What follows belongs to an exercise in optimizing a design on an open flow for small area, a short achievable clock period and few clock cycles per item; a production flow would make more cautious choices.
At most, simulation tests tie the RTL to the original design; equivalence was not proved.
For runs 1 and 2, only the layout was checked, not whether the RTL still works.
Power and IR drop assume default switching activity.

[flow/config.mk]
export PLATFORM = sky130hd
export DESIGN_NAME = prng
export DESIGN_NICKNAME = prng
export VERILOG_FILES = /design/flow/design.v
export SDC_FILE = /design/flow/constraint.sdc
export NUM_CORES = 8
export LEC_CHECK = 0
export CAP_MARGIN = 20
export CORE_MARGIN = 2
export CORE_UTILIZATION = 40
export SLEW_MARGIN = 70
[flow/constraint.sdc]
create_clock -name core_clock -period 9.0 [get_ports {clk}]
set_input_delay 1.8000 -clock core_clock [delete_from_list [all_inputs] [get_ports {clk}]]
set_output_delay 1.8000 -clock core_clock [all_outputs]
set_load 0.01 [all_outputs]
[flow/design.v]
`timescale 1ns / 1ps
module prng (
	input clk,     
	input rst,   
	input [31:0] seed,
	input start,
	input cont,
	output reg done,
	output [31:0] rand_num
);
localparam B  = 6;                 
localparam NB = (31 + B - 1) / B;  
reg [30:0] acc;    
reg  [2:0] cnt;    
reg  [3:0] nen;    
wire busy = !nen[0];
assign rand_num = {1'b0, acc};
wire [30:0] nen_bits = {{7{nen[3]}}, {8{nen[2]}}, {8{nen[1]}}, {8{nen[0]}}};
wire [30:0] b = ~({acc[2:0], acc[30:3]} | nen_bits);
wire [30:0] g = acc & b;    
wire [30:0] p = acc ^ b;    
localparam LB = (B > 8) ? 4 : (B > 4) ? 3 : (B > 2) ? 2 : (B > 1) ? 1 : 0;   
wire [30:0] lg [0:LB];
wire [30:0] lp [0:LB];
wire [30:0] gl = lg[LB];
wire [30:0] pl = lp[LB];
assign lg[0] = g;
assign lp[0] = p;
wire [NB-1:0] bg, bp;
wire [30:0] c;
genvar i, j, k;
generate
	for (k = 0; k < LB; k = k + 1) begin : local_level
		for (i = 0; i < 31; i = i + 1) begin : local_bit
			localparam LO = i - i % B;
			localparam OFF = i % B;
			localparam J = LO + (OFF & ~((2 << k) - 1)) + (1 << k) - 1;
			if ((OFF >> k) & 1) begin : merge
				assign lg[k+1][i] = lg[k][i] | lp[k][i] & lg[k][J];
				assign lp[k+1][i] = lp[k][i] & lp[k][J];
			end else begin : pass
				assign lg[k+1][i] = lg[k][i];
				assign lp[k+1][i] = lp[k][i];
			end
		end
	end
	for (j = 0; j < NB; j = j + 1) begin : block_gp
		localparam TOP = (j * B + B - 1 > 30) ? 30 : j * B + B - 1;
		assign bg[j] = gl[TOP];
		assign bp[j] = pl[TOP];
	end
endgenerate
localparam L = (NB > 16) ? 5 : (NB > 8) ? 4 : (NB > 4) ? 3 : (NB > 2) ? 2 : 1;   
wire [NB-1:0] cg [0:L];
wire [NB-1:0] cp [0:L];
assign cg[0] = bg;
assign cp[0] = bp;
generate
	for (k = 0; k < L; k = k + 1) begin : ring_level
		for (j = 0; j < NB; j = j + 1) begin : ring_block
			localparam J2 = (j + NB - (1 << k) % NB) % NB;
			assign cg[k+1][j] = cg[k][j] | cp[k][j] & cg[k][J2];
			assign cp[k+1][j] = cp[k][j] & cp[k][J2];
		end
	end
	for (i = 0; i < 31; i = i + 1) begin : carry
		localparam BI = i / B;
		localparam BPREV = (BI + NB - 1) % NB;
		if (i % B == 0) begin : first
			assign c[i] = cg[L][BPREV];
		end else begin : next
			assign c[i] = gl[i-1] | pl[i-1] & cg[L][BPREV];
		end
	end
endgenerate
wire [3:0]  keep = ~nen | {4{done}};
wire [30:0] keep_bits = {{7{keep[3]}}, {8{keep[2]}}, {8{keep[1]}}, {8{keep[0]}}};
wire [30:0] x = (p & keep_bits) | ({seed[15:0], seed[30:16]} & ~keep_bits);
always @(posedge clk)
	acc <= x ^ c;
always @(posedge clk) begin
	if (rst) begin
		nen  <= 4'hf;
		done <= 1'b0;
		cnt  <= 3'd0;
	end else if (busy) begin
		cnt <= cnt + 3'd1;
		if (cnt == 3'd4)        nen[0] <= 1'b1;
		if (cnt[2])             nen[1] <= 1'b1;
		if (cnt[2] && !cnt[1])  nen[2] <= 1'b1;
		if (cnt[2] && !cnt[0])  nen[3] <= 1'b1;
		if (cnt == 3'd4)        done  <= 1'b1;
	end else if (done) begin
		if (!start) done <= 1'b0;
	end else if (start) begin
		nen <= 4'd0;
		cnt <= 3'd0;
	end
end
endmodule
[flow/flow/run.sh]
#!/bin/bash
# The standard layout (standard.sh) with these changes:
#  - synthesis: ABC maps the logic with flow/abc.script instead of ORFS's
#    abc_speed.script; everything else, registers included, is as in the
#    standard flow;
#  - the port buffers are plain buffers (sky130_fd_sc_hd__buf_1) instead of
#    the cell buffer_ports picks by itself;
#  - timing repair aims for 6.3 ns of setup slack.
set -euo pipefail
cp -r "$FLOW_HOME/scripts" scripts
cp flow/abc.script scripts/abc_speed.script
export SCRIPTS_DIR="$PWD/scripts"
export BUFFER_PORTS_ARGS="-buffer_cell sky130_fd_sc_hd__buf_1"
export SETUP_SLACK_MARGIN=6.3
bash standard.sh > standard.log 2>&1
[flow/flow/abc.script]
&get -n
&st
&syn2
&dch
&nf -R 20
&put
buffer -c
topo
stime -c
upsize -c
dnsize -c
[flow/standard.sh]
#!/bin/bash
# synth_recipe.tcl (not shown) runs the flow's synth.tcl, then flattens the netlist and writes it again
# the make line also repeats each setting of config.mk as NAME=value (left out here)
make -C /OpenROAD-flow-scripts/flow DESIGN_CONFIG=/design/flow/config.mk WORK_HOME=/design/flow/orfs CLKGATE_MAP_FILE= SYNTH_SCRIPT=/design/flow/synth_recipe.tcl "${@:-finish}"
==> flow_summary_export.csv, run 1 <==
group,metric,value,unit
status,status,"complete, no violations",
synth,synth_area,0.002753,mm2
synth,synth.avg_cell_area,8.766,um2
sta,fmax,0.3714,GHz
sta,worst_hold_slack,0.5366,ns
floorplanning,initial_utilization,40.97,%
synth,synth-async-reset-ratio,0,%
grt,grt_max_degree,14,
grt,grt_usage,17.96,%
floorplanning,fp.coreArea,0.006719,mm2
worst_setup_path,critPathRequiredTime,7.20,ns
cts,cts_tree,"done",
worst_setup_path,path_depth,1,
synth,ys_seq_elements,39,
sta,finalClockSkew,0.003314,ns
sta,fin_ws,6.307,ns
grt,gr-total-overflow,0,
sta,period_share,29.92,%
synth,netlist-cell-type-count,43,
power,peakVddDrop,0.0001518,V
worst_setup_path,worst-path-buf-inv,1,
layout,nNetsFinal,457,
sta,final-max-slew-violation-count,0,
placed_design,io_buffers,65,
route,wirelength,6774,um
cts,h-tree-depth,2,
worst_setup_path,end_kind,"output pin",
layout,area_delta_synth_final,26.00,%
synth,synth_xor_area_share,9.864,%
placed_design,pre_cts_ws,5.949,ns
worst_setup_path,worst-path-max-fanout,3,
power,p_leak,0.001611,uW
worst_setup_path,worst_path_max_delay_cell,"dfxtp_1",
route,first_iter_violations,76,
floorplanning,rows,30,
cts,cts_sinks,39,
sta,fin_crit,2.693,ns
route,wl_per_cell,14.44,um
worst_setup_path,cp_top_family,"flip-flops",
layout,num_antenna_cells,0,
sta,setup_viol,0,
flow_run,maxCapViolCount,0,
grt,antenna_found_initial,0,
cts,clk_latency,0.29,ns
cts,clock_path_buffers,2,
synth,synth-simple-area-share,16.00,%
cts,numCtsBuffers,5,
sta,rsz0062_at_grt,"true",
synth,synth_fa_ha_area_share,15.00,%
route,first_pass_iters,4,
floorplanning,die_w,86.96,um
worst_setup_path,start_kind,"flop",
worst_setup_path,crit_type,"reg2out",
synth,synth_mux_area_share,11.27,%
synth,seq_area_frac_synth,28.36,%
worst_setup_path,worstRegToRegCells,10,
synth,synth_edf_count,0,
grt,grt_pass1_wl,10760,um
hold_path,min_path_type,"reg2reg",
placed_design,gp_routability_congestion,0.7975,
synth,synth_top_area_share,28.36,%
route,vias_per_cell,5.322,
worst_setup_path,path_cells,"buf_1",
placed_design,place_area,0.003108,mm2
floorplanning,pin_count,69,
route,vias,2496,
cts,clockRootBuffer,"clkbuf_8",
worst_setup_path,worstPathArrival,0.89,ns
floorplanning,die_area,0.007561,mm2
synth,synth_area_leaders,"dfxtp_1 (28%), ha_1 (15%), mux2i_1 (11%), xor2_1 (6.4%), nor2_1 (6.1%)",
grt,grt_pass1_vias,2341,
cts,path_clk_slew,0.08,ns
hold_path,min_path_cells,2,
layout,drive_gt1_share,15.94,%
synth,synth_flop_cell,"dfxtp_1",
sta,hold_viol,0,
sta,final.setup.tns,0,ns
synth,syn-instance-count,314,
synth,synth_top_family_by_area,"compound AO/OA/AOI/OAI gates",
placed_design,hpwlAfterDp,5142,um
layout,fin_area,0.003468,mm2
synth,synth_compound_area_share,17.18,%
power,power_density,323.8,mW/mm2
synth,ys_warn_count,1,
worst_setup_path,reg2reg_slack,6.34,ns
synth,syn_nets,383,
synth,yosysTopAreaCell,"dfxtp_1",
worst_setup_path,max_stage_delay,0.42,ns
route,drc,0,
cts,cts_hold_buf,0,
floorplanning,die_y,86.96,um
route,antenna_left,0,
stage by stage:
step	cells	utilization, %	power (uW)
finish	469	51.62	1123
global route	469	51.62	1225
CTS	461	48.66	1059
detailed placement	450	46.26	908.4
global placement	450	45.53	889.6
floorplan	314	-	740.8
layer usage:
layer / GRT usage (%) / vias up / part of all wire [%]
li1: - / 1269 / -
met1: 23.44 / 1162 / 48
met2: 29.77 / 55 / 47
met3: 3.128 / 10 / 3.5
met4: 6.250 / 0 / 1.7
met5: 0 / - / 0
final cells by class:
type                    instances  area [um2]
fillers                       658        3251
multi-input cells             260        2108
flip-flops and latches         39       805.8
repair buffers                 76       331.6
clock buffers                   8       100.1
well taps                      80       100.1
inverters                       6       22.52
repair_timing:
item                                    4_1_cts  5_1_grt
resized for setup                            14       36
setup buffers                                 3        8
endpoints found under the setup margin       26       20
pin swaps                                     5       13
layout by cell type (no fill, tap or decap), types with 3 or more instances in the layout:
cell type	instances
a21oi_2	5
and3_1	4
xor2_1	20
clkbuf_8	7
dfxtp_4	5
inv_1	6
mux2i_1	31
a31oi_4	3
o21ai_1	4
nor2_1	41
nand2b_1	4
a21o_1	11
buf_1	64
xnor2_1	11
dfxtp_1	29
a21oi_1	15
ha_1	31
nand3_1	5
nor2b_4	4
o21ai_0	4
dfxtp_2	5
buf_4	10
a31oi_1	5
and2_1	7
nand2_1	19
a221o_1	3
logic make-up (layout without fill, tap and decap cells):
| group | after synthesis | after routing |
|---|---|---|
| simple gates | 97 | 97 |
| compound gates | 67 | 67 |
| flops | 39 | 39 |
| fa+ha+maj | 33 | 33 |
| xor+xnor | 31 | 31 |
| mux | 31 | 31 |
| buf+inv | 15 | 90 |
| other cells | 1 | 1 |
worst paths after layout:
| check | to | start |
|---|---|---|
| max | rand_num[28] | acc[28] |
| min | cnt[2] | cnt[2] |
| max reg2reg | acc[23] | nen[0] |
| min reg2reg | cnt[2] | cnt[2] |
synth_stat cells (all sizes together), types with 2 or more instances:
| master | number |
|---|---|
| nor3 | 2 |
| a21o | 11 |
| a31oi | 8 |
| xnor2 | 11 |
| nand2b | 4 |
| and3 | 4 |
| buf | 4 |
| xor2 | 20 |
| nor2 | 45 |
| and2 | 7 |
| inv | 6 |
| nand3 | 5 |
| nand2 | 20 |
| a221o | 3 |
| clkbuf | 5 |
| o21ai | 10 |
| o221ai | 3 |
| dfxtp | 39 |
| nand4 | 2 |
| a21oi | 21 |
| mux2i | 31 |
| a21boi | 2 |
| ha | 33 |
| nor2b | 4 |
| a211oi | 2 |
registers in the layout, indices dropped and copies added (netlist names):
signal / cells
cnt: 3
nen: 4
done: 1
acc: 31
power by group:
part	internal [uW]	switching [uW]	total, uW
logic	283	366	649
registers	256	82.0	338
clock network	70.1	65.3	135
total	610	513	1120
==> run 2: changes to the inputs <==
--- a/flow/design.v
+++ b/flow/design.v
@@ -8,7 +8,7 @@
 	output reg done,
 	output [31:0] rand_num
 );
-localparam B  = 6;                 
+localparam B  = 8;                 
 localparam NB = (31 + B - 1) / B;  
 reg [30:0] acc;    
 reg  [2:0] cnt;    
==> run 2 against run 1 <==
Design area down 7.0%; worst setup slack better by 0.038 ns; combinational power down 9.4%; utilization down 1.1 points; routed wire length down 6.8%; synthesized cell count down 2.9%; still clean; fmax up 1.4%; clock skew up 0.0040 ns; non-clock buffer count unchanged; register-to-register slack better by 0.06 ns.
==> flow_summary_export.csv, run 2 <==
group,metric,value,unit
sta,period_share,29.49,%
route,drc,0,
synth,synth_common_cells,"nor2_1 (45), dfxtp_1 (39), ha_1 (33), mux2i_1 (29), a21oi_1 (26)",
worst_setup_path,worst_path_max_delay_cell,"dfxtp_1",
synth,yosysTopAreaCell,"dfxtp_1",
cts,clock_path_buffers,2,
power,p_leak,0.001556,uW
sta,fin_crit,2.654,ns
cts,cts_tree,"done",
cts,h-tree-depth,2,
power,switching_share,44.45,%
route,vias_per_cell,5.210,
route,wl_met1,3214,um
power,combPwrFrac,55.6,%
power,intPower,587.6,uW
route,first_iter_violations,114,
power,peakVddDrop,0.0001330,V
worst_setup_path,critPathRequiredTime,7.20,ns
route,wl_met2,2707,um
sta,rsz0062_at_grt,"true",
layout,num_antenna_cells,0,
power,power_density,327.8,mW/mm2
layout,mostFrequentLayoutCell,"buf_1",
synth,synth_flop_cell,"dfxtp_1",
cts,path_clk_slew,0.08,ns
sta,fmax,0.3767,GHz
grt,grt_pass1_vias,2239,
grt,grt_pass1_wl,10350,um
synth,syn_nets,374,
cts,numCtsBuffers,5,
status,status,"complete, no violations",
synth,netlist-cell-type-count,40,
worst_setup_path,crit_start,"acc[18]",
sta,setup_viol,0,
synth,syn-instance-count,305,
floorplanning,initial_utilization,41.81,%
route,wl_per_cell,13.82,um
placed_design,gp_routability_congestion,0.8161,
worst_setup_path,path_cells,"buf_1",
floorplanning,die_area,0.007344,mm2
synth,synth.avg_cell_area,8.754,um2
worst_setup_path,worst-path-buf-inv,1,
layout,fillers,640,
layout,fin_area,0.003227,mm2
layout,drive_gt1_share,12.63,%
layout,final_cell_mix,"buf_1 (63), nor2_1 (44), ha_1 (33)",
layout,top_regs,"acc: 31 flops, nen: 4 flops, cnt: 3 flops",
worst_setup_path,end_kind,"output pin",
route,antenna_left,0,
sta,final-max-slew-violation-count,0,
layout,largest_register_ffs,31,
placed_design,pre_cts_ws,6.162,ns
placed_design,io_buffers,65,
floorplanning,pin_count,69,
layout,fin_cells,457,
sta,finalClockSkew,0.007355,ns
synth,ys_seq_elements,39,
synth,ys_warn_count,1,
worst_setup_path,worst-path-max-fanout,3,
hold_path,min_path_type,"reg2reg",
placed_design,hpwlAfterDp,4755,um
floorplanning,die_w,85.70,um
synth,synth_edf_count,0,
grt,grt_max_degree,14,
grt,gr-total-overflow,0,
cts,cts_hold_buf,0,
route,first_pass_iters,4,
power,p_sw,470.1,uW
cts,clk_latency,0.30,ns
route,top_layer,"met4",
worst_setup_path,worstPathArrival,0.85,ns
worst_setup_path,max_stage_delay,0.39,ns
grt,antenna_found_initial,0,
synth,seq_area_frac_synth,29.24,%
flow_run,maxCapViolCount,0,
cts,cts_sinks,39,
layout,regMostFlops,"acc",
route,wl_met3,327,um
layout,nNetsFinal,448,
placed_design,place_area,0.003008,mm2
power,p_clk_share,12.8,%
power,power_frac_seq,31.6,%
floorplanning,die_y,85.70,um
worst_setup_path,crit_type,"reg2out",
floorplanning,fp.coreArea,0.006386,mm2
synth,synth_top_area_share,29.24,%
sta,final.setup.tns,0,ns
worst_setup_path,cp_top_family,"flip-flops",
route,wirelength,6315,um
hold_path,holdCritStartpoint,"cnt[2]",
synth,synth_area,0.002670,mm2
worst_setup_path,start_kind,"flop",
sta,hold_viol,0,
sta,fin_ws,6.346,ns
route,vias,2381,
grt,grt_usage,17.37,%
placed_design,place_inst,438,
synth,synth-async-reset-ratio,0,%
floorplanning,rows,29,
synth,synth_area_leaders,"dfxtp_1 (29%), ha_1 (15%), mux2i_1 (11%), nor2_1 (6.3%), xnor2_1 (5.2%)",
layout,area_delta_synth_final,20.85,%
cts,clockRootBuffer,"clkbuf_8",
worst_setup_path,reg2reg_from,"nen[1]",
synth,synth_most_common_cell,"nor2_1",
## run 2: through the flow
stage | hold slack [ns] | util (%) | total power, uW
6_report | 0.5426 | 50.53 | 1058
3_5_place_dp | 0.5187 | 47.10 | 888.9
5_1_grt | 0.5720 | 50.53 | 1153
3_3_place_gp | 0.5102 | 46.55 | 875.3
4_1_cts | 0.5329 | 48.96 | 1031
2_1_floorplan | 0.4909 | - | 732.0
## run 2: power groups by stage
stage               combinational, uW  sequential (uW)  clock, uW
global placement                  539              336          0
finish                            588              334        136
CTS                               557              333        141
floorplan                         386              346          0
detailed placement                553              336          0
global route                      661              345        146
## run 2: metal layers
metal / track usage (%) / vias up
met1: 24.57 / 1089
met2: 26.42 / 58
met3: 4.139 / 5
met5: 0 / -
met4: 4.762 / 0
li1: - / 1229
## run 2: kinds of logic after synthesis
family	Yosys count	share of synthesized area (%)
AO/OA/AOI/OAI	67	16.82
XOR/XNOR	31	10.17
adder cells (fa/ha/maj)	33	15.46
buffers and inverters	17	2.531
flip-flops	39	29.24
multiplexers	30	11.29
other	1	0.1404
AND/OR/NAND/NOR	87	14.34
## run 2: worst paths after layout
kind / end / slack (ns) / depth (start not counted)
worst min register to register: cnt[2] / 0.54 / 2
worst max-delay path: rand_num[18] / 6.35 / 1
worst min-delay path: cnt[2] / 0.54 / 2
worst max register to register: acc[14] / 6.40 / 10
## run 2: cell type report
type	instances	area, um2	area share [%]
clock buffers	8	100.1	3.102
inverters	8	30.03	0.9306
multi-input cells	249	1872	58.01
flip-flops and latches	39	804.5	24.93
well taps	77	96.34	2.986
repair buffers	76	324.1	10.04
## run 2: repair_timing
| action | 4_1_cts | 5_1_grt |
|---|---|---|
| buffers inserted | 1 | 10 |
| setup endpoints to repair | 16 | 20 |
| resized for setup | 7 | 16 |
| pin swaps | 0 | 11 |
| endpoints found under the hold margin | 0 | 0 |
==> run 3: changes to the inputs <==
--- a/flow/design.v
+++ b/flow/design.v
@@ -8,7 +8,7 @@
 	output reg done,
 	output [31:0] rand_num
 );
-localparam B  = 8;                 
+localparam B  = 4;                 
 localparam NB = (31 + B - 1) / B;  
 reg [30:0] acc;    
 reg  [2:0] cnt;    
--- a/flow/flow/run.sh
+++ b/flow/flow/run.sh
@@ -5,11 +5,11 @@
 #    standard flow;
 #  - the port buffers are plain buffers (sky130_fd_sc_hd__buf_1) instead of
 #    the cell buffer_ports picks by itself;
-#  - timing repair aims for 6.3 ns of setup slack.
+#  - timing repair aims for 0 ns of setup slack.
 set -euo pipefail
 cp -r "$FLOW_HOME/scripts" scripts
 cp flow/abc.script scripts/abc_speed.script
 export SCRIPTS_DIR="$PWD/scripts"
 export BUFFER_PORTS_ARGS="-buffer_cell sky130_fd_sc_hd__buf_1"
-export SETUP_SLACK_MARGIN=6.3
+export SETUP_SLACK_MARGIN=0
 bash standard.sh > standard.log 2>&1
==> run 3 against run 2 <==
Fmax fell by 4.7%; power rose by 1.6%; still clean; clock power barely moved; worst setup slack got worse by 0.13 ns.
==> flow_summary_export.csv, run 3 <==
group,metric,value,unit
status,status,"complete, no violations",
worst_setup_path,worst_path_max_delay_cell,"dfxtp_2",
route,wl_met3,215,um
synth,synth_edf_count,0,
synth,synth_common_cells,"nor2_1 (55), dfxtp_1 (39), ha_1 (33), a21oi_1 (29), mux2i_1 (29)",
sta,final-max-slew-violation-count,0,
route,wl_met2,2979,um
synth,synth_top_area_share,28.25,%
floorplanning,pin_count,69,
power,p_leak,0.001486,uW
grt,antenna_found_initial,0,
grt,grt_pass1_vias,2377,
layout,top_regs,"acc: 31 flops, nen: 4 flops, cnt: 3 flops",
synth,synth_area,0.002764,mm2
layout,drive_gt1_share,7.969,%
sta,period_share,30.96,%
route,vias_per_cell,5.215,
sta,finalClockSkew,0.004829,ns
sta,rsz0062_at_grt,"false",
cts,clock_path_buffers,2,
synth,synth_flop_cell,"dfxtp_1",
worst_setup_path,max_stage_delay,0.50,ns
sta,fmax,0.3589,GHz
route,wirelength,6450,um
route,vias,2446,
sta,worst_hold_slack,0.5253,ns
worst_setup_path,worst-path-buf-inv,1,
layout,fillers,704,
worst_setup_path,cp_top_family,"flip-flops",
cts,cts_sinks,39,
grt,grt_usage,17.64,%
sta,fin_crit,2.786,ns
placed_design,io_buffers,65,
layout,final_cell_mix,"buf_1 (65), nor2_1 (54), dfxtp_1 (37)",
layout,multi_input_area,0.001952,mm2
power,power_density,335.0,mW/mm2
worst_setup_path,end_kind,"output pin",
sta,final.setup.tns,0,ns
cts,h-tree-depth,2,
grt,grt_max_degree,14,
floorplanning,die_y,87.13,um
placed_design,place_area,0.003103,mm2
layout,fin_area,0.003209,mm2
synth,seq_area_frac_synth,28.25,%
layout,num_antenna_cells,0,
route,antenna_left,0,
power,peakVddDrop,0.0001346,V
floorplanning,fp.coreArea,0.006756,mm2
synth,synth.avg_cell_area,8.504,um2
route,wl_met1,3179,um
cts,numCtsBuffers,5,
synth,ys_seq_elements,39,
floorplanning,initial_utilization,40.91,%
route,first_iter_violations,43,
power,finalPower,1075,uW
cts,path_clk_slew,0.08,ns
grt,grt_pass1_wl,10670,um
cts,clockRootBuffer,"clkbuf_8",
layout,mostFrequentLayoutCell,"buf_1",
route,first_pass_iters,4,
sta,fin_ws,6.214,ns
cts,cts_setup_buffers,0,
placed_design,gp_routability_congestion,0.7920,
synth,synth-async-reset-ratio,0,%
cts,cts_resized,0,
synth,syn-instance-count,325,
cts,clk_latency,0.30,ns
worst_setup_path,worstPathArrival,0.99,ns
synth,ys_warn_count,1,
route,top_layer,"met4",
synth,syn_nets,394,
hold_path,min_path_type,"reg2reg",
route,wl_per_cell,13.75,um
cts,cts_tree,"done",
layout,seq_area,783.3,um2
route,drc,0,
worst_setup_path,worst-path-max-fanout,7,
floorplanning,die_area,0.007591,mm2
placed_design,hpwlAfterDp,5219,um
sta,setup_viol,0,
layout,area_delta_synth_final,16.12,%
flow_run,maxCapViolCount,0,
synth,yosysTopAreaCell,"dfxtp_1",
sta,hold_viol,0,
floorplanning,die_w,87.13,um
worst_setup_path,start_kind,"flop",
layout,largest_register_ffs,31,
floorplanning,rows,30,
layout,nNetsFinal,457,
grt,gr-total-overflow,0,
worst_setup_path,path_cells,"buf_1",
placed_design,pre_cts_ws,6.359,ns
worst_setup_path,crit_type,"reg2out",
synth,netlist-cell-type-count,36,
synth,synth_most_common_cell,"nor2_1",
synth,synth_area_leaders,"dfxtp_1 (28%), ha_1 (15%), mux2i_1 (11%), nor2_1 (7.5%), xnor2_1 (5.7%)",
cts,cts_hold_buf,0,
layout,regMostFlops,"acc",
worst_setup_path,critPathRequiredTime,7.20,ns
==> run 3: final timing paths <==
check | startpoint | end | slack (ns) | cells after the start
worst max register to register | nen[2] | acc[19] | 6.38 | 11
worst min-delay path | cnt[2] | cnt[2] | 0.53 | 2
worst max-delay path | done | done | 6.21 | 1
worst min register to register | cnt[2] | cnt[2] | 0.53 | 2
==> run 3: cell type report <==
| type | instances | area share, % |
|---|---|---|
| Tap cell | 80 | 3.119 |
| Sequential cell | 39 | 24.41 |
| Inverter | 8 | 0.9357 |
| Clock buffer | 8 | 3.119 |
| Multi-Input combinational cell | 269 | 60.82 |
| Timing Repair Buffer | 65 | 7.602 |
==> run 3: logic make-up after synthesis <==
logic type	share of synthesized area (%)
muxes	10.50
adders and majority gates	14.94
DFF	28.25
buffers and inverters	2.445
and+or+nand+nor	15.93
other	0.1357
AOI/OAI and AO/OA	17.97
xor gates and xnor gates	9.823
==> run 3: per-stage QoR <==
stage,util [%],instances
after floorplan,-,325
after global placement,45.44,461
after detailed placement,45.93,461
after CTS,47.41,469
after global routing,47.50,469
final,47.50,469
==> run 3: power breakdown <==
| part | internal [uW] | switching, uW |
|---|---|---|
| sequential | 254 | 72.6 |
| combinational | 250 | 364 |
| clock | 70.0 | 63.8 |
| total | 574 | 501 |
==> run 3: metal layers <==
metal | GRT usage [%] | vias to the layer above
met5 | 0 | -
met3 | 2.938 | 6
met1 | 23.36 | 1112
met2 | 29.22 | 44
met4 | 5.734 | 0
li1 | - | 1284
Testbench counts of run 3, summed over its fixed seeds: cycles 18,432, items 2,048.
==> run 4: changes to the inputs <==
--- a/flow/flow/run.sh
+++ b/flow/flow/run.sh
@@ -5,11 +5,11 @@
 #    standard flow;
 #  - the port buffers are plain buffers (sky130_fd_sc_hd__buf_1) instead of
 #    the cell buffer_ports picks by itself;
-#  - timing repair aims for 0 ns of setup slack.
+#  - timing repair aims for 6.25 ns of setup slack.
 set -euo pipefail
 cp -r "$FLOW_HOME/scripts" scripts
 cp flow/abc.script scripts/abc_speed.script
 export SCRIPTS_DIR="$PWD/scripts"
 export BUFFER_PORTS_ARGS="-buffer_cell sky130_fd_sc_hd__buf_1"
-export SETUP_SLACK_MARGIN=0
+export SETUP_SLACK_MARGIN=6.25
 bash standard.sh > standard.log 2>&1
==> run 4 against run 3 <==
Hold slack hardly changed; critical path depth stayed put; die area stayed put; power hardly changed; critical endpoint unchanged; synthesized cell count stayed put; global-route usage stayed put; critical path type unchanged; count of clock-buffer cells in the layout stayed put.
==> flow_summary_export.csv, run 4 <==
group,metric,value,unit
status,status,"complete, no violations",
cts,cts_hold_buf,0,
floorplanning,die_y,87.13,um
synth,yosysTopAreaCell,"dfxtp_1",
grt,grt_max_degree,14,
route,drc,0,
worst_setup_path,critPathRequiredTime,7.20,ns
floorplanning,fp.coreArea,0.006756,mm2
cts,cts_sinks,39,
synth,syn_nets,394,
cts,clockRootBuffer,"clkbuf_8",
layout,nNetsFinal,457,
layout,postLayoutCoreUtil,47.63,%
floorplanning,die_w,87.13,um
floorplanning,rows,30,
cts,h-tree-depth,2,
grt,grt_usage,17.64,%
cts,clock_path_buffers,2,
grt,grt_pass1_vias,2377,
worst_setup_path,start_kind,"flop",
worst_setup_path,cp_top_family,"flip-flops",
sta,rsz0062_at_grt,"false",
cts,cts_tree,"done",
worst_setup_path,end_kind,"output pin",
sta,fin_crit,2.715,ns
worst_setup_path,worst_path_max_delay_cell,"dfxtp_4",
layout,drive_gt1_share,8.740,%
route,wirelength,6451,um
worst_setup_path,crit_type,"reg2out",
power,peakVddDrop,0.0001346,V
synth,synth_top_area_share,28.25,%
route,wl_per_cell,13.75,um
synth,ys_seq_elements,39,
synth,synth_flop_cell,"dfxtp_1",
synth,synth_most_common_cell,"nor2_1",
worst_setup_path,worstPathArrival,0.92,ns
layout,final_cell_mix,"buf_1 (65), nor2_1 (54), dfxtp_1 (34)",
route,antenna_left,0,
sta,period_share,30.17,%
power,p_leak,0.001486,uW
power,p_clk_share,12.4,%
power,switching_share,46.59,%
grt,gr-total-overflow,0,
synth,synth_edf_count,0,
synth,synth-async-reset-ratio,0,%
power,power_frac_seq,30.4,%
synth,synth.avg_cell_area,8.504,um2
synth,ys_warn_count,1,
cts,path_clk_slew,0.08,ns
cts,numCtsBuffers,5,
flow_run,maxCapViolCount,0,
sta,setup_viol,0,
layout,num_antenna_cells,0,
synth,synth_area_leaders,"dfxtp_1 (28%), ha_1 (15%), mux2i_1 (11%), nor2_1 (7.5%), xnor2_1 (5.7%)",
layout,fin_area,0.003218,mm2
floorplanning,initial_utilization,40.91,%
grt,antenna_found_initial,0,
synth,syn-instance-count,325,
layout,fillers,708,
power,intPower,574.1,uW
sta,hold_viol,0,
route,first_iter_violations,39,
worst_setup_path,worst-path-max-fanout,7,
sta,finalClockSkew,0.004636,ns
layout,area_delta_synth_final,16.43,%
cts,clk_latency,0.30,ns
layout,largest_register_ffs,31,
floorplanning,die_area,0.007591,mm2
route,vias,2461,
synth,synth_area,0.002764,mm2
power,p_sw,500.8,uW
sta,final.setup.tns,0,ns
layout,top_regs,"acc: 31 flops, nen: 4 flops, cnt: 3 flops",
route,vias_per_cell,5.247,
grt,grt_pass1_wl,10670,um
synth,netlist-cell-type-count,36,
worst_setup_path,path_cells,"buf_1",
synth,synth_common_cells,"nor2_1 (55), dfxtp_1 (39), ha_1 (33), a21oi_1 (29), mux2i_1 (29)",
route,first_pass_iters,4,
sta,final-max-slew-violation-count,0,
power,combPwrFrac,57.2,%
placed_design,place_area,0.003103,mm2
hold_path,min_path_type,"reg2reg",
placed_design,hpwlAfterDp,5219,um
placed_design,io_buffers,65,
layout,mostFrequentLayoutCell,"buf_1",
layout,seq_area,792.0,um2
layout,multi_input_area,0.001952,mm2
placed_design,gp_routability_congestion,0.7920,
power,power_density,334.0,mW/mm2
synth,seq_area_frac_synth,28.25,%
layout,regMostFlops,"acc",
floorplanning,pin_count,69,
sta,fmax,0.3683,GHz
worst_setup_path,worst-path-buf-inv,1,
worst_setup_path,max_stage_delay,0.45,ns
run 4: cell counts after synthesis:
No cell type changed its count.
run 4: path summary, 6_finish.rpt:
path	from	endpoint	slack [ns]	depth (start not counted)
min	cnt[2]	cnt[2]	0.53	2
max	done	done	6.28	1
max reg2reg	nen[2]	acc[19]	6.50	11
min reg2reg	cnt[2]	cnt[2]	0.53	2
run 4: cell families after synthesis:
group           synth area share, %
simple gates                  15.93
mux                           10.50
fa+ha+maj                     14.94
compound gates                17.97
buf+inv                       2.445
other cells                  0.1357
xor+xnor                      9.823
flops                         28.25
run 4: per-stage QoR:
stage | total power, uW | hold slack [ns] | worst slack, ns | cells
after CTS | 1082 | 0.5275 | 6.276 | 469
final | 1075 | 0.5250 | 6.285 | 469
after detailed placement | 944.2 | 0.5090 | 6.359 | 461
after global routing | 1175 | 0.5744 | 6.251 | 469
after global placement | 931.7 | 0.5125 | 6.308 | 461
after floorplan | 779.0 | 0.4909 | 6.561 | 325
run 4: power by group through the flow:
stage                     combinational [uW]  sequential (uW)  clock, uW
after global routing                     691              339        144
final                                    615              326        134
after CTS                                615              329        138
after floorplan                          433              346          0
after detailed placement                 611              333          0
after global placement                   600              332          0
run 4: area by class of cell:
class	instances	area share, %
clock buffer	8	3.110
inverter	8	0.9331
multi-input combinational	269	60.65
sequential	39	24.61
tap	80	3.110
timing repair buffer	65	7.582
run 4: layer usage:
metal | share of wire, % | wire [um] | track usage [%]
met1 | 49 | 3183 | 23.36
met2 | 46 | 2952 | 29.22
met3 | 3.6 | 232 | 2.938
met4 | 1.3 | 82 | 5.734
met5 | 0 | 0 | 0
run 4: what timing repair did:
action	4_1_cts	5_1_grt
resized for setup	1	4
hold endpoints to repair	0	0
setup buffers	0	0
endpoints found under the setup margin	1	9
==> run 5: changes to the inputs <==
--- a/flow/flow/run.sh
+++ b/flow/flow/run.sh
@@ -5,11 +5,11 @@
 #    standard flow;
 #  - the port buffers are plain buffers (sky130_fd_sc_hd__buf_1) instead of
 #    the cell buffer_ports picks by itself;
-#  - timing repair aims for 6.25 ns of setup slack.
+#  - timing repair aims for 6.35 ns of setup slack.
 set -euo pipefail
 cp -r "$FLOW_HOME/scripts" scripts
 cp flow/abc.script scripts/abc_speed.script
 export SCRIPTS_DIR="$PWD/scripts"
 export BUFFER_PORTS_ARGS="-buffer_cell sky130_fd_sc_hd__buf_1"
-export SETUP_SLACK_MARGIN=6.25
+export SETUP_SLACK_MARGIN=6.35
 bash standard.sh > standard.log 2>&1
==> run 5 against run 4 <==
Still clean; worst setup slack better by 0.095 ns; power up 3.2%; clock skew about the same; routed wire length down 0.12%; non-clock buffer count up 1; synthesized cell count unchanged; via count up 0.20%; critical path depth unchanged; utilization up 1.4 points; synthesized area unchanged.
==> flow_summary_export.csv, run 5 <==
group,metric,value,unit
status,status,"complete, no violations",
floorplanning,initial_utilization,40.91,%
synth,syn_nets,394,
route,wirelength,6443,um
synth,synth-simple-area-share,15.93,%
route,wl_per_cell,13.71,um
floorplanning,die_area,0.007591,mm2
grt,antenna_found_initial,0,
sta,setup_viol,0,
grt,grt_max_degree,14,
worst_setup_path,reg2reg_from,"nen[2]",
route,vias_per_cell,5.247,
layout,nNetsFinal,458,
layout,drive_gt1_share,22.31,%
cts,cts_tree,"done",
cts,h-tree-depth,2,
synth,synth_top_family_by_area,"compound AO/OA/AOI/OAI gates",
placed_design,place_inst,461,
synth,synth_area_leaders,"dfxtp_1 (28%), ha_1 (15%), mux2i_1 (11%), nor2_1 (7.5%), xnor2_1 (5.7%)",
sta,fmax,0.3817,GHz
worst_setup_path,reg2reg_to,"acc[15]",
synth,synth_most_common_cell,"nor2_1",
cts,clk_latency,0.30,ns
placed_design,gp_routability_congestion,0.7920,
layout,regMostFlops,"acc",
cts,numCtsBuffers,5,
worst_setup_path,path_cells,"buf_2",
synth,synth-async-reset-ratio,0,%
worst_setup_path,worst-path-buf-inv,1,
cts,clock_path_buffers,2,
synth,ys_warn_count,1,
synth,yosysTopAreaCell,"dfxtp_1",
worst_setup_path,reg2reg_slack,6.47,ns
sta,hold_viol,0,
flow_run,maxCapViolCount,0,
worst_setup_path,max_stage_delay,0.38,ns
power,finalPower,1110,uW
layout,top_regs,"acc: 31 flops, nen: 4 flops, cnt: 3 flops",
floorplanning,die_w,87.13,um
sta,period_share,29.11,%
worst_setup_path,worstRegToRegCells,11,
layout,area_delta_synth_final,19.83,%
layout,largest_register_ffs,31,
layout,mostFrequentLayoutCell,"nor2_1",
synth,ys_seq_elements,39,
route,vias,2466,
layout,num_antenna_cells,0,
power,power_density,335.1,mW/mm2
layout,postLayoutCoreUtil,49.02,%
worst_setup_path,crit_type,"reg2out",
power,p_leak,0.001578,uW
route,antenna_left,0,
cts,path_clk_slew,0.08,ns
grt,grt_usage,17.62,%
placed_design,io_buffers,65,
synth,syn-instance-count,325,
layout,fillers,697,
synth,synth_mux_area_share,10.50,%
placed_design,hpwlAfterDp,5219,um
floorplanning,pin_count,69,
sta,finalClockSkew,0.005027,ns
floorplanning,die_y,87.13,um
synth,synth_xor_area_share,9.823,%
synth,synth_common_cells,"nor2_1 (55), dfxtp_1 (39), ha_1 (33), a21oi_1 (29), mux2i_1 (29)",
route,first_iter_violations,45,
floorplanning,rows,30,
cts,cts_sinks,39,
hold_path,hold_end,"cnt[2]",
floorplanning,fp.coreArea,0.006756,mm2
grt,gr-total-overflow,0,
route,drc,0,
route,first_pass_iters,4,
synth,synth_flop_cell,"dfxtp_1",
synth,synth_fa_ha_area_share,14.94,%
synth,seq_area_frac_synth,28.25,%
layout,final_cell_mix,"nor2_1 (54), buf_1 (37), ha_1 (33)",
synth,synth_area,0.002764,mm2
grt,grt_pass1_wl,10660,um
worst_setup_path,worst_path_max_delay_cell,"dfxtp_1",
synth,synth_compound_area_share,17.97,%
hold_path,holdCritStartpoint,"cnt[2]",
layout,seq_area,820.8,um2
hold_path,min_path_cells,2,
power,peakVddDrop,0.0001462,V
synth,netlist-cell-type-count,36,
worst_setup_path,crit_start,"acc[15]",
cts,clockRootBuffer,"clkbuf_8",
sta,final.setup.tns,0,ns
grt,grt_pass1_vias,2376,
sta,worst_hold_slack,0.5248,ns
layout,multi_input_area,0.001974,mm2
synth,synth_top_area_share,28.25,%
sta,rsz0062_at_grt,"true",
worst_setup_path,start_kind,"flop",
synth,synth.avg_cell_area,8.504,um2
worst_setup_path,worst-path-max-fanout,3,
hold_path,min_path_type,"reg2reg",
worst_setup_path,end_kind,"output pin",
worst_setup_path,cp_top_family,"flip-flops",
layout,fin_cells,470,
sta,fin_crit,2.620,ns
worst_setup_path,critPathRequiredTime,7.20,ns
worst_setup_path,worstPathArrival,0.82,ns
sta,final-max-slew-violation-count,0,
synth,synth_edf_count,0,
==> run 5: layout make-up <==
| class | instances | area share, % |
|---|---|---|
| Inverter | 8 | 0.9067 |
| Multi-Input combinational cell | 269 | 59.61 |
| Clock buffer | 8 | 3.022 |
| Sequential cell | 39 | 24.78 |
| Timing Repair Buffer | 66 | 8.651 |
| Tap cell | 80 | 3.022 |
==> run 5: cell families after synthesis <==
family | after synthesis
simple gates | 99
compound gates | 76
flops | 39
fa+ha+maj | 33
xor+xnor | 31
mux | 29
buf+inv | 17
other cells | 1
==> run 5: worst max path at each step <==
stage	to	slack (ns)	depth (start not counted)
finish	rand_num[15]	6.38	1
global placement	acc[15]	6.31	11
floorplan	nen[0]	6.56	3
detailed placement	nen[3]	6.36	6
global route	acc[15]	6.33	11
CTS	rand_num[29]	6.35	1
==> run 5: worst reg2reg max path, stage by stage (launching register included) <==
cell and delay, ns:
dfxtp_2 0.44, nor2_1 0.08, ha_1 0.35, a21oi_2 0.18, o21ai_1 0.13, a21oi_1 0.26, o31ai_1 0.15, a31oi_1 0.30
inv_1 0.09, a21oi_2 0.22, o21ai_1 0.10, xnor2_1 0.12
==> run 5: metrics by stage <==
stage          area [um2]  setup WS (ns)
2_1_floorplan        2764          6.561
3_5_place_dp         3103          6.359
3_3_place_gp         3070          6.308
5_1_grt              3312          6.331
6_report             3312          6.380
4_1_cts              3233          6.350
==> run 5: timing repair <==
item | 4_1_cts | 5_1_grt
endpoints found under the setup margin | 13 | 42
resized for setup | 13 | 47
pin swaps | 0 | 1
setup buffers | 1 | 0
hold buffers | 0 | 0
==> run 5: power by group <==
| group | switching, uW | internal [uW] | leakage (uW) | total, uW |
|---|---|---|---|---|
| sequential | 72.5 | 264 | 0.000329 | 336 |
| clock | 63.4 | 70.0 | 0.0000515 | 133 |
| combinational | 369 | 270 | 0.00120 | 640 |
==> run 5: layer usage <==
metal  vias up  GRT usage (%)  wire, um
li1       1287              -         -
met1      1117          23.30      3161
met2        52          29.22      2954
met3        10          2.938       237
met4         0          5.734        90
met5         -              0         0
==> run 6: changes to the inputs <==
--- a/flow/config.mk
+++ b/flow/config.mk
@@ -8,4 +8,4 @@
 export CAP_MARGIN = 20
 export CORE_MARGIN = 2
 export CORE_UTILIZATION = 40
-export SLEW_MARGIN = 70
+export SLEW_MARGIN = 50
==> run 6 against run 5 <==
Still clean on timing, DRC and antenna; synthesized area unchanged; routed wire length up 0.90%; non-clock buffer count unchanged; cell count unchanged; critical path type unchanged; largest power group unchanged.
==> flow_summary_export.csv, run 6 <==
group,metric,value,unit
status,status,"complete, no violations",
route,drc,0,
synth,netlist-cell-type-count,36,
layout,drive_gt1_share,21.79,%
placed_design,pre_cts_ws,6.273,ns
synth,synth_common_cells,"nor2_1 (55), dfxtp_1 (39), ha_1 (33), a21oi_1 (29), mux2i_1 (29)",
sta,fmax,0.3809,GHz
cts,clk_latency,0.29,ns
grt,grt_usage,17.76,%
cts,clockRootBuffer,"clkbuf_8",
cts,numCtsBuffers,5,
synth,syn_nets,394,
worst_setup_path,max_stage_delay,0.38,ns
synth,synth.avg_cell_area,8.504,um2
layout,fillers,696,
synth,synth_flop_cell,"dfxtp_1",
route,first_pass_iters,4,
worst_setup_path,reg2reg_slack,6.52,ns
layout,num_antenna_cells,0,
worst_setup_path,path_cells,"clkbuf_2",
power,p_clk_share,11.1,%
sta,final-max-slew-violation-count,0,
synth,synth_edf_count,0,
power,power_frac_seq,30.8,%
layout,final_cell_mix,"nor2_1 (54), buf_1 (39), ha_1 (33)",
floorplanning,initial_utilization,40.91,%
sta,max-slew-margin-rel,58.44,%
route,vias,2480,
layout,largest_register_ffs,31,
layout,mostFrequentLayoutCell,"nor2_1",
route,vias_per_cell,5.277,
power,intPower,584.1,uW
route,first_iter_violations,72,
power,power_density,335.1,mW/mm2
placed_design,hpwlAfterDp,5209,um
floorplanning,die_w,87.13,um
route,antenna_left,0,
synth,seq_area_frac_synth,28.25,%
worst_setup_path,crit_type,"reg2out",
worst_setup_path,crit_start,"acc[4]",
cts,cts_sinks,39,
placed_design,io_buffers,65,
hold_path,min_path_cells,2,
floorplanning,die_area,0.007591,mm2
synth,yosysTopAreaCell,"dfxtp_1",
worst_setup_path,worst-path-buf-inv,1,
power,p_sw,511.4,uW
sta,worst_pin_slew,0.6227,ns
layout,regMostFlops,"acc",
synth,synth_most_common_cell,"nor2_1",
synth,ys_seq_elements,39,
floorplanning,pin_count,69,
synth,ys_warn_count,1,
grt,gr-total-overflow,0,
worst_setup_path,crit_path_end,"rand_num[4]",
synth,synth-async-reset-ratio,0,%
floorplanning,fp.coreArea,0.006756,mm2
floorplanning,rows,30,
sta,fin_crit,2.625,ns
sta,final.setup.tns,0,ns
worst_setup_path,worst_path_max_delay_cell,"dfxtp_1",
grt,grt_pass1_wl,10820,um
grt,grt_max_degree,14,
layout,multi_input_area,0.001952,mm2
layout,area_delta_synth_final,18.29,%
worst_setup_path,reg2reg_to,"acc[19]",
sta,worst_hold_slack,0.5357,ns
sta,setup_viol,0,
synth,synth_top_area_share,28.25,%
synth,synth_area_leaders,"dfxtp_1 (28%), ha_1 (15%), mux2i_1 (11%), nor2_1 (7.5%), xnor2_1 (5.7%)",
worst_setup_path,worstRegToRegCells,11,
placed_design,gp_routability_congestion,0.7920,
sta,period_share,29.17,%
sta,hold_viol,0,
worst_setup_path,worstPathArrival,0.83,ns
worst_setup_path,cp_top_family,"flip-flops",
flow_run,maxCapViolCount,0,
sta,fin_ws,6.375,ns
synth,synth_area,0.002764,mm2
power,peakVddDrop,0.0001441,V
layout,nNetsFinal,458,
sta,finalClockSkew,0.005756,ns
worst_setup_path,end_kind,"output pin",
power,combPwrFrac,58.2,%
layout,seq_area,819.5,um2
power,p_leak,0.001548,uW
cts,cts_tree,"done",
layout,top_regs,"acc: 31 flops, nen: 4 flops, cnt: 3 flops",
hold_path,min_path_type,"reg2reg",
route,wl_per_cell,13.83,um
grt,antenna_found_initial,0,
worst_setup_path,start_kind,"flop",
floorplanning,die_y,87.13,um
power,switching_share,46.68,%
worst_setup_path,path_depth,1,
cts,path_clk_slew,0.08,ns
worst_setup_path,reg2reg_from,"nen[3]",
synth,syn-instance-count,325,
worst_setup_path,critPathRequiredTime,7.20,ns
cts,clock_path_buffers,2,
worst_setup_path,worst-path-max-fanout,3,
sta,rsz0062_at_grt,"true",
cts,h-tree-depth,2,
route,wirelength,6501,um
grt,grt_pass1_vias,2376,
==> run 6: cell counts after synthesis <==
Identical to the previous run, type by type.
==> run 6: per-layer routing <==
layer / track usage, % / part of all wire [%] / wire [um]
met2: 29.63 / 46 / 3000
met4: 3.916 / 0.55 / 36
met1: 23.88 / 50 / 3224
met3: 3.318 / 3.7 / 240
met5: 0 / 0 / 0
==> run 6: area by class of cell <==
| type | count | area share (%) |
|---|---|---|
| Timing Repair Buffer | 66 | 8.687 |
| Inverter | 8 | 0.9185 |
| Tap cell | 80 | 3.062 |
| Clock inverter | 3 | 0.4592 |
| Sequential cell | 39 | 25.07 |
| Clock buffer | 5 | 2.105 |
| Multi-Input combinational cell | 269 | 59.70 |
==> run 6: what timing repair did <==
item / 4_1_cts / 5_1_grt
hold buffers: 0 / 0
resized for setup: 13 / 46
pin swaps: 0 / 1
endpoints found under the setup margin: 24 / 45
setup buffers: 0 / 1
==> run 6: worst min path at each step <==
stage                      start      to  slack, ns
after floorplan           cnt[2]  cnt[2]       0.49
after CTS                 cnt[2]  cnt[2]       0.54
after global routing      cnt[0]  cnt[0]       0.57
after detailed placement  cnt[2]  cnt[2]       0.51
after global placement    cnt[2]  cnt[2]       0.51
final                     cnt[0]  cnt[0]       0.54
==> run 6: logic make-up (layout without fill, tap and decap cells) <==
| logic type | count (synthesis) | count (layout) | synth area share, % |
|---|---|---|---|
| muxes | 29 | 29 | 10.50 |
| adders and majority gates | 33 | 33 | 14.94 |
| AOI/OAI and AO/OA | 76 | 76 | 17.97 |
| other | 1 | 1 | 0.1357 |
| xor gates and xnor gates | 31 | 31 | 9.823 |
| buffers and inverters | 17 | 82 | 2.445 |
| DFF | 39 | 39 | 28.25 |
| and+or+nand+nor | 99 | 99 | 15.93 |
==> run 6: worst register-to-register path, delay by kind of cell, from the launching register on <==
| family | cells | cell delay [ns] |
|---|---|---|
| AO/OA/AOI/OAI | 6 | 1.31 |
| adder cells (fa/ha/maj) | 1 | 0.32 |
| AND/OR/NAND/NOR | 3 | 0.23 |
| flip-flops | 1 | 0.43 |
| XOR/XNOR | 1 | 0.11 |
==> run 6: per-stage QoR <==
step	cell area, um2	util, %	instances	total power [uW]
after CTS	3181	47.07	469	1075
after floorplan	2764	-	325	779.0
after detailed placement	3080	45.59	461	943.8
after global placement	3070	45.44	461	931.7
after global routing	3269	48.39	470	1195
final	3269	48.39	470	1096
==> run 6: power by group through the flow <==
stage,sequential [uW],combinational (uW),clock (uW)
floorplan,346,433,0
global placement,332,600,0
detailed placement,334,610,0
CTS,333,618,125
global route,350,714,131
finish,337,637,121
==> run 7: changes to the inputs <==
--- a/flow/design.v
+++ b/flow/design.v
@@ -73,9 +73,7 @@
 		end
 	end
 endgenerate
-wire [3:0]  keep = ~nen | {4{done}};
-wire [30:0] keep_bits = {{7{keep[3]}}, {8{keep[2]}}, {8{keep[1]}}, {8{keep[0]}}};
-wire [30:0] x = (p & keep_bits) | ({seed[15:0], seed[30:16]} & ~keep_bits);
+wire [30:0] x = (busy || done) ? p : {seed[15:0], seed[30:16]};
 always @(posedge clk)
 	acc <= x ^ c;
 always @(posedge clk) begin
--- a/flow/flow/run.sh
+++ b/flow/flow/run.sh
@@ -5,11 +5,11 @@
 #    standard flow;
 #  - the port buffers are plain buffers (sky130_fd_sc_hd__buf_1) instead of
 #    the cell buffer_ports picks by itself;
-#  - timing repair aims for 6.35 ns of setup slack.
+#  - timing repair aims for 0 ns of setup slack.
 set -euo pipefail
 cp -r "$FLOW_HOME/scripts" scripts
 cp flow/abc.script scripts/abc_speed.script
 export SCRIPTS_DIR="$PWD/scripts"
 export BUFFER_PORTS_ARGS="-buffer_cell sky130_fd_sc_hd__buf_1"
-export SETUP_SLACK_MARGIN=6.35
+export SETUP_SLACK_MARGIN=0
 bash standard.sh > standard.log 2>&1
--- a/flow/config.mk
+++ b/flow/config.mk
@@ -8,4 +8,4 @@
 export CAP_MARGIN = 20
 export CORE_MARGIN = 2
 export CORE_UTILIZATION = 40
-export SLEW_MARGIN = 50
+export SLEW_MARGIN = 70
==> run 7 against run 6 <==
Critical path depth is the same; via count shrank 1.4%; design area shrank 1.7%; sequential cell count is the same; count of clock-buffer cells in the layout is the same; synthesized area shrank 0.68%; largest cell class unchanged; highest routed layer unchanged; critical path type unchanged; fmax shrank 2.8%.
==> flow_summary_export.csv, run 7 <==
group,metric,value,unit
synth,synth_common_cells,"nor2_1 (55), dfxtp_1 (39), ha_1 (33), a21oi_1 (29), mux2i_1 (29)",
flow_run,maxCapViolCount,0,
hold_path,min_path_type,"reg2reg",
worst_setup_path,worst_path_max_delay_cell,"dfxtp_1",
route,drc,0,
layout,multi_input_area,0.001911,mm2
power,power_density,350.4,mW/mm2
worst_setup_path,start_kind,"flop",
cts,cts_tree,"done",
synth,synth_area,0.002745,mm2
sta,worst_hold_slack,0.5237,ns
sta,period_share,30.01,%
synth,synth_area_leaders,"dfxtp_1 (28%), ha_1 (15%), mux2i_1 (11%), nor2_1 (7.5%), xnor2_1 (5.7%)",
floorplanning,fp.coreArea,0.006719,mm2
layout,area_delta_synth_final,17.09,%
floorplanning,die_w,86.84,um
route,wl_met3,297,um
worst_setup_path,worst-path-buf-inv,1,
layout,largest_register_ffs,31,
layout,nNetsFinal,455,
placed_design,hpwlAfterDp,5107,um
sta,setup_viol,0,
cts,clockRootBuffer,"clkbuf_8",
worst_setup_path,max_stage_delay,0.43,ns
status,status,"complete, no violations",
synth,synth_flop_cell,"dfxtp_1",
floorplanning,die_area,0.007541,mm2
worst_setup_path,worstPathArrival,0.90,ns
grt,grt_max_degree,35,
cts,cts_setup_buffers,0,
route,vias,2446,
route,vias_per_cell,5.238,
route,antenna_left,0,
worst_setup_path,worstRegToRegCells,10,
sta,fmax,0.3703,GHz
grt,grt_pass1_vias,2318,
grt,antenna_found_initial,0,
sta,final.setup.tns,0,ns
route,wl_met2,2965,um
placed_design,io_buffers,65,
route,wl_met1,3046,um
floorplanning,initial_utilization,40.86,%
floorplanning,die_y,86.84,um
synth,synth_most_common_cell,"nor2_1",
sta,rsz0062_at_grt,"false",
cts,cts_sinks,39,
synth,ys_seq_elements,39,
sta,hold_viol,0,
sta,final-max-slew-violation-count,0,
synth,syn_nets,390,
worst_setup_path,cp_top_family,"flip-flops",
hold_path,min_path_cells,2,
synth,synth_top_area_share,28.44,%
power,p_leak,0.001458,uW
route,first_iter_violations,60,
sta,fin_crit,2.701,ns
sta,finalClockSkew,0.006849,ns
synth,ys_warn_count,1,
layout,final_cell_mix,"buf_1 (65), nor2_1 (54), dfxtp_1 (38)",
cts,h-tree-depth,2,
worst_setup_path,path_cells,"buf_1",
power,peakVddDrop,0.0001353,V
synth,netlist-cell-type-count,35,
route,wirelength,6362,um
synth,yosysTopAreaCell,"dfxtp_1",
grt,gr-total-overflow,0,
route,first_pass_iters,4,
synth,synth-async-reset-ratio,0,%
synth,synth_edf_count,0,
layout,mostFrequentLayoutCell,"buf_1",
layout,num_antenna_cells,0,
layout,seq_area,782.0,um2
worst_setup_path,worst-path-max-fanout,4,
worst_setup_path,reg2reg_from,"nen[1]",
grt,grt_usage,17.47,%
synth,syn-instance-count,321,
layout,top_regs,"acc: 31 flops, nen: 4 flops, cnt: 3 flops",
worst_setup_path,crit_type,"reg2out",
worst_setup_path,reg2reg_slack,6.31,ns
floorplanning,pin_count,69,
placed_design,gp_routability_congestion,0.8301,
cts,cts_resized,0,
worst_setup_path,critPathRequiredTime,7.20,ns
route,top_layer,"met4",
route,wl_per_cell,13.62,um
floorplanning,rows,30,
hold_path,holdCritStartpoint,"cnt[2]",
worst_setup_path,reg2reg_to,"acc[11]",
layout,regMostFlops,"acc",
cts,numCtsBuffers,5,
layout,fillers,688,
synth,seq_area_frac_synth,28.44,%
grt,grt_pass1_wl,10510,um
cts,clk_latency,0.30,ns
cts,cts_hold_buf,0,
cts,clock_path_buffers,2,
synth,synth.avg_cell_area,8.552,um2
cts,path_clk_slew,0.09,ns
hold_path,hold_end,"cnt[2]",
worst_setup_path,end_kind,"output pin",
layout,drive_gt1_share,7.494,%
run 7: how the worst max path moves through the flow:
stage | depth (start not counted) | from | endpoint | slack (ns)
6_report | 1 | done | done | 6.30
4_1_cts | 10 | nen[0] | acc[11] | 6.23
2_1_floorplan | 3 | start | nen[0] | 6.56
3_3_place_gp | 10 | nen[0] | acc[11] | 6.32
3_5_place_dp | 10 | nen[0] | acc[11] | 6.28
5_1_grt | 10 | nen[1] | acc[11] | 6.07
run 7: cells by family (layout without fill, tap and decap cells):
logic type                 after synthesis  in the layout  synth area share [%]
muxes                                   29             29                 10.57
and+or+nand+nor                         96             96                 15.36
other                                    1              1                0.1366
DFF                                     39             39                 28.44
buffers and inverters                   16             82                 2.461
AOI/OAI and AO/OA                       76             76                 18.09
adders and majority gates               33             33                 15.04
xor gates and xnor gates                31             31                 9.891
run 7: layer usage:
layer | vias to the layer above | global-route usage (%)
met2 | 47 | 27.62
met1 | 1117 | 23.58
met5 | - | 0
met4 | 0 | 4.688
li1 | 1277 | -
met3 | 5 | 4.476
run 7: cell type report:
| class | count | area share (%) |
|---|---|---|
| sequential | 39 | 24.33 |
| timing repair buffer | 66 | 7.941 |
| multi-input combinational | 266 | 59.44 |
| inverter | 8 | 0.9342 |
| clock buffer | 5 | 2.141 |
| tap | 80 | 3.114 |
| clock inverter | 3 | 2.102 |
run 7: where the power goes:
group	switching, uW	internal [uW]	total, uW
sequential	74.9	254	329
combinational	365	253	617
clock	69.4	111	180
total	509	617	1130
run 7: through the flow:
stage                     cells  setup slack [ns]  cell area (um2)  util [%]  total power (uW)
after detailed placement    459             6.281             3070     45.70             949.2
after global placement      459             6.319             3067     45.64             936.5
final                       467             6.299             3214     47.84              1126
after CTS                   467             6.228             3207     47.73              1133
after floorplan             321             6.561             2745         -             784.0
after global routing        467             6.069             3214     47.84              1226
Testbench counts of run 7, summed over its fixed seeds: cycles 18,432, items 2,048.
==> run 8: changes to the inputs <==
--- a/flow/flow/run.sh
+++ b/flow/flow/run.sh
@@ -5,11 +5,11 @@
 #    standard flow;
 #  - the port buffers are plain buffers (sky130_fd_sc_hd__buf_1) instead of
 #    the cell buffer_ports picks by itself;
-#  - timing repair aims for 0 ns of setup slack.
+#  - timing repair aims for 6.3 ns of setup slack.
 set -euo pipefail
 cp -r "$FLOW_HOME/scripts" scripts
 cp flow/abc.script scripts/abc_speed.script
 export SCRIPTS_DIR="$PWD/scripts"
 export BUFFER_PORTS_ARGS="-buffer_cell sky130_fd_sc_hd__buf_1"
-export SETUP_SLACK_MARGIN=0
+export SETUP_SLACK_MARGIN=6.3
 bash standard.sh > standard.log 2>&1
==> run 8 against run 7 <==
Hold slack improved by 0.00089 ns; first-iteration DRC count increased by 20%; cell count unchanged; synthesized area unchanged; highest routed layer unchanged.
==> flow_summary_export.csv, run 8 <==
group,metric,value,unit
synth,syn_nets,390,
synth,ys_seq_elements,39,
layout,mostFrequentLayoutCell,"buf_1",
layout,top_regs,"acc: 31 flops, nen: 4 flops, cnt: 3 flops",
worst_setup_path,path_depth,1,
synth,synth-async-reset-ratio,0,%
power,intPower,622.7,uW
floorplanning,die_y,86.84,um
floorplanning,rows,30,
power,p_clk_share,15.8,%
grt,gr-total-overflow,0,
synth,synth_area_leaders,"dfxtp_1 (28%), ha_1 (15%), mux2i_1 (11%), nor2_1 (7.5%), xnor2_1 (5.7%)",
worst_setup_path,reg2reg_slack,6.52,ns
layout,regMostFlops,"acc",
power,power_frac_seq,29.0,%
sta,final-max-slew-violation-count,0,
worst_setup_path,start_kind,"flop",
worst_setup_path,crit_path_end,"rand_num[1]",
worst_setup_path,reg2reg_from,"nen[2]",
power,power_density,349.4,mW/mm2
sta,fin_crit,2.672,ns
layout,final_cell_mix,"buf_1 (64), nor2_1 (54), ha_1 (33)",
layout,postLayoutCoreUtil,48.42,%
floorplanning,fp.coreArea,0.006719,mm2
route,vias_per_cell,5.225,
route,wl_met2,2977,um
sta,setup_viol,0,
hold_path,min_path_type,"reg2reg",
sta,fin_ws,6.328,ns
worst_setup_path,cp_top_family,"flip-flops",
power,p_leak,0.001467,uW
cts,cts_tree,"done",
synth,seq_area_frac_synth,28.44,%
sta,finalClockSkew,0.006204,ns
flow_run,maxCapViolCount,0,
route,wl_per_cell,13.71,um
layout,drive_gt1_share,10.85,%
cts,clockRootBuffer,"clkbuf_8",
route,first_pass_iters,4,
worst_setup_path,crit_start,"acc[1]",
synth,synth_most_common_cell,"nor2_1",
layout,area_delta_synth_final,18.51,%
synth,synth.avg_cell_area,8.552,um2
cts,cts_hold_buf,0,
sta,hold_viol,0,
placed_design,gp_routability_congestion,0.8301,
sta,rsz0062_at_grt,"false",
sta,fmax,0.3742,GHz
placed_design,io_buffers,65,
placed_design,place_inst,459,
route,wl_met1,3091,um
layout,fin_cells,467,
sta,period_share,29.69,%
synth,synth_top_area_share,28.44,%
worst_setup_path,worstPathArrival,0.87,ns
status,status,"complete, no violations",
synth,synth_flop_cell,"dfxtp_1",
power,switching_share,45.22,%
route,wirelength,6402,um
worst_setup_path,end_kind,"output pin",
power,combPwrFrac,55.1,%
cts,clk_latency,0.30,ns
grt,grt_pass1_vias,2318,
synth,synth_common_cells,"nor2_1 (55), dfxtp_1 (39), ha_1 (33), a21oi_1 (29), mux2i_1 (29)",
worst_setup_path,worst-path-max-fanout,3,
worst_setup_path,reg2reg_to,"acc[19]",
route,first_iter_violations,72,
floorplanning,die_area,0.007541,mm2
worst_setup_path,max_stage_delay,0.40,ns
cts,path_clk_slew,0.09,ns
worst_setup_path,crit_type,"reg2out",
synth,yosysTopAreaCell,"dfxtp_1",
layout,largest_register_ffs,31,
synth,ys_warn_count,1,
synth,synth_edf_count,0,
synth,netlist-cell-type-count,35,
power,peakVddDrop,0.0001359,V
grt,grt_pass1_wl,10510,um
worst_setup_path,critPathRequiredTime,7.20,ns
synth,synth_area,0.002745,mm2
worst_setup_path,worstRegToRegCells,11,
grt,grt_max_degree,35,
power,p_sw,514.1,uW
floorplanning,initial_utilization,40.86,%
worst_setup_path,path_cells,"buf_1",
floorplanning,pin_count,69,
worst_setup_path,worst_path_max_delay_cell,"dfxtp_1",
cts,cts_sinks,39,
layout,num_antenna_cells,0,
grt,antenna_found_initial,0,
cts,clock_path_buffers,2,
layout,nNetsFinal,455,
route,antenna_left,0,
floorplanning,die_w,86.84,um
worst_setup_path,worst-path-buf-inv,1,
grt,grt_usage,17.47,%
route,top_layer,"met4",
route,drc,0,
cts,h-tree-depth,2,
route,vias,2440,
synth,syn-instance-count,321,
placed_design,hpwlAfterDp,5107,um
route,wl_met3,279,um
sta,final.setup.tns,0,ns
power,finalPower,1137,uW
placed_design,pre_cts_ws,6.281,ns
cts,numCtsBuffers,5,
==> run 8: how the worst min path moves through the flow <==
stage / from / endpoint / slack (ns) / cells past startpoint
2_1_floorplan: cnt[2] / cnt[2] / 0.49 / 2
4_1_cts: cnt[2] / cnt[2] / 0.53 / 2
5_1_grt: cnt[2] / cnt[2] / 0.57 / 2
3_5_place_dp: cnt[2] / cnt[2] / 0.51 / 2
6_report: cnt[2] / cnt[2] / 0.52 / 2
3_3_place_gp: cnt[2] / cnt[2] / 0.51 / 2
==> run 8: per-stage QoR <==
step                instance area [um2]  hold slack [ns]
floorplan                          2745           0.4909
global placement                   3067           0.5136
detailed placement                 3070           0.5113
CTS                                3209           0.5272
global route                       3253           0.5690
finish                             3253           0.5246
==> run 8: timing repair <==
item	4_1_cts	5_1_grt
endpoints found under the setup margin	3	14
gates cloned	0	0
gates resized for setup	2	13
buffers inserted	0	0
==> run 8: cell families (layout without fill, tap and decap cells) <==
logic type / Yosys count / count (layout) / share of synthesized area, %
compound gates: 76 / 76 / 18.09
simple gates: 96 / 96 / 15.36
flops: 39 / 39 / 28.44
fa+ha+maj: 33 / 33 / 15.04
xor+xnor: 31 / 31 / 9.891
buf+inv: 16 / 82 / 2.461
mux: 29 / 29 / 10.57
other cells: 1 / 1 / 0.1366
==> run 8: metal layers <==
metal  vias to the layer above  GRT usage (%)
li1                       1278              -
met1                      1112          23.58
met2                        45          27.62
met3                         5          4.476
met4                         0          4.688
met5                         -              0
==> run 8: power groups by stage <==
stage               Sequential, uW  Combinational [uW]  Clock (uW)
finish                         330                 627         180
global route                   341                 707         191
CTS                            330                 620         183
detailed placement             333                 616           0
global placement               334                 603           0
floorplan                      346                 438           0
==> run 8: tightest hold or removal path, delay by kind of cell, from the launching register on <==
kind	cells	cell delay [ns]
flip-flops	1	0.33
AND/OR/NAND/NOR	1	0.05
AO/OA/AOI/OAI	1	0.11
==> run 8: final cells by class <==
class / count / area, um2
sequential: 39 / 792.0
inverter: 8 / 30.03
clock inverter: 3 / 67.56
multi-input combinational: 266 / 1938
clock buffer: 5 / 68.82
timing repair buffer: 66 / 256.5
tap: 80 / 100.1
fill: 685 / 3466

port drivers added, routing unchanged:
Ports are ideal in the flow. The routed layouts listed here were re-timed in OpenROAD.
Step 1 (the two cells are an assumption about what drives the block):
set clk [get_ports {clk}]
set_driving_cell -lib_cell sky130_fd_sc_hd__clkbuf_16 $clk
set_driving_cell -lib_cell sky130_fd_sc_hd__buf_2 [delete_from_list [all_inputs] $clk]
Step 2 moves the port delays by t, midway between the first and last clock arrival at a register: inputs arrive t later, outputs are due t later. That takes back most of the time a late clock gives input paths.
Slacks: no drivers / after step 1 / after step 2; pairs: no drivers / after step 1.
| run | t, ns | setup WS [ns] | hold WS [ns] | worst setup path after step 2 | pins driven straight from the clock port |
|---|---|---|---|---|---|
| run 1 | 0.323 | 6.307 / 6.277 / 6.344 | 0.537 / 0.537 / 0.537 | register to register | 1 |
| run 2 | 0.323 | 6.346 / 6.316 / 6.337 | 0.543 / 0.543 / 0.543 | input to register | 1 |
| run 3 | 0.325 | 6.214 / 6.184 / 6.344 | 0.525 / 0.525 / 0.525 | input to register | 1 |
| run 4 | 0.324 | 6.285 / 6.255 / 6.351 | 0.525 / 0.525 / 0.525 | input to register | 1 |
| run 5 | 0.325 | 6.380 / 6.350 / 6.350 | 0.525 / 0.525 / 0.525 | input to register | 1 |
| run 6 | 0.322 | 6.375 / 6.344 / 6.360 | 0.536 / 0.536 / 0.536 | input to register | 1 |
| run 7 | 0.325 | 6.299 / 6.270 / 6.314 | 0.524 / 0.524 / 0.524 | register to register | 1 |
| run 8 | 0.324 | 6.328 / 6.298 / 6.325 | 0.525 / 0.525 / 0.525 | input to register | 1 |
After both steps setup and hold are still met in every run listed. The setup slack of run 5, which loses most, moves by -0.030 ns with the drivers and by -0.030 ns with both steps.
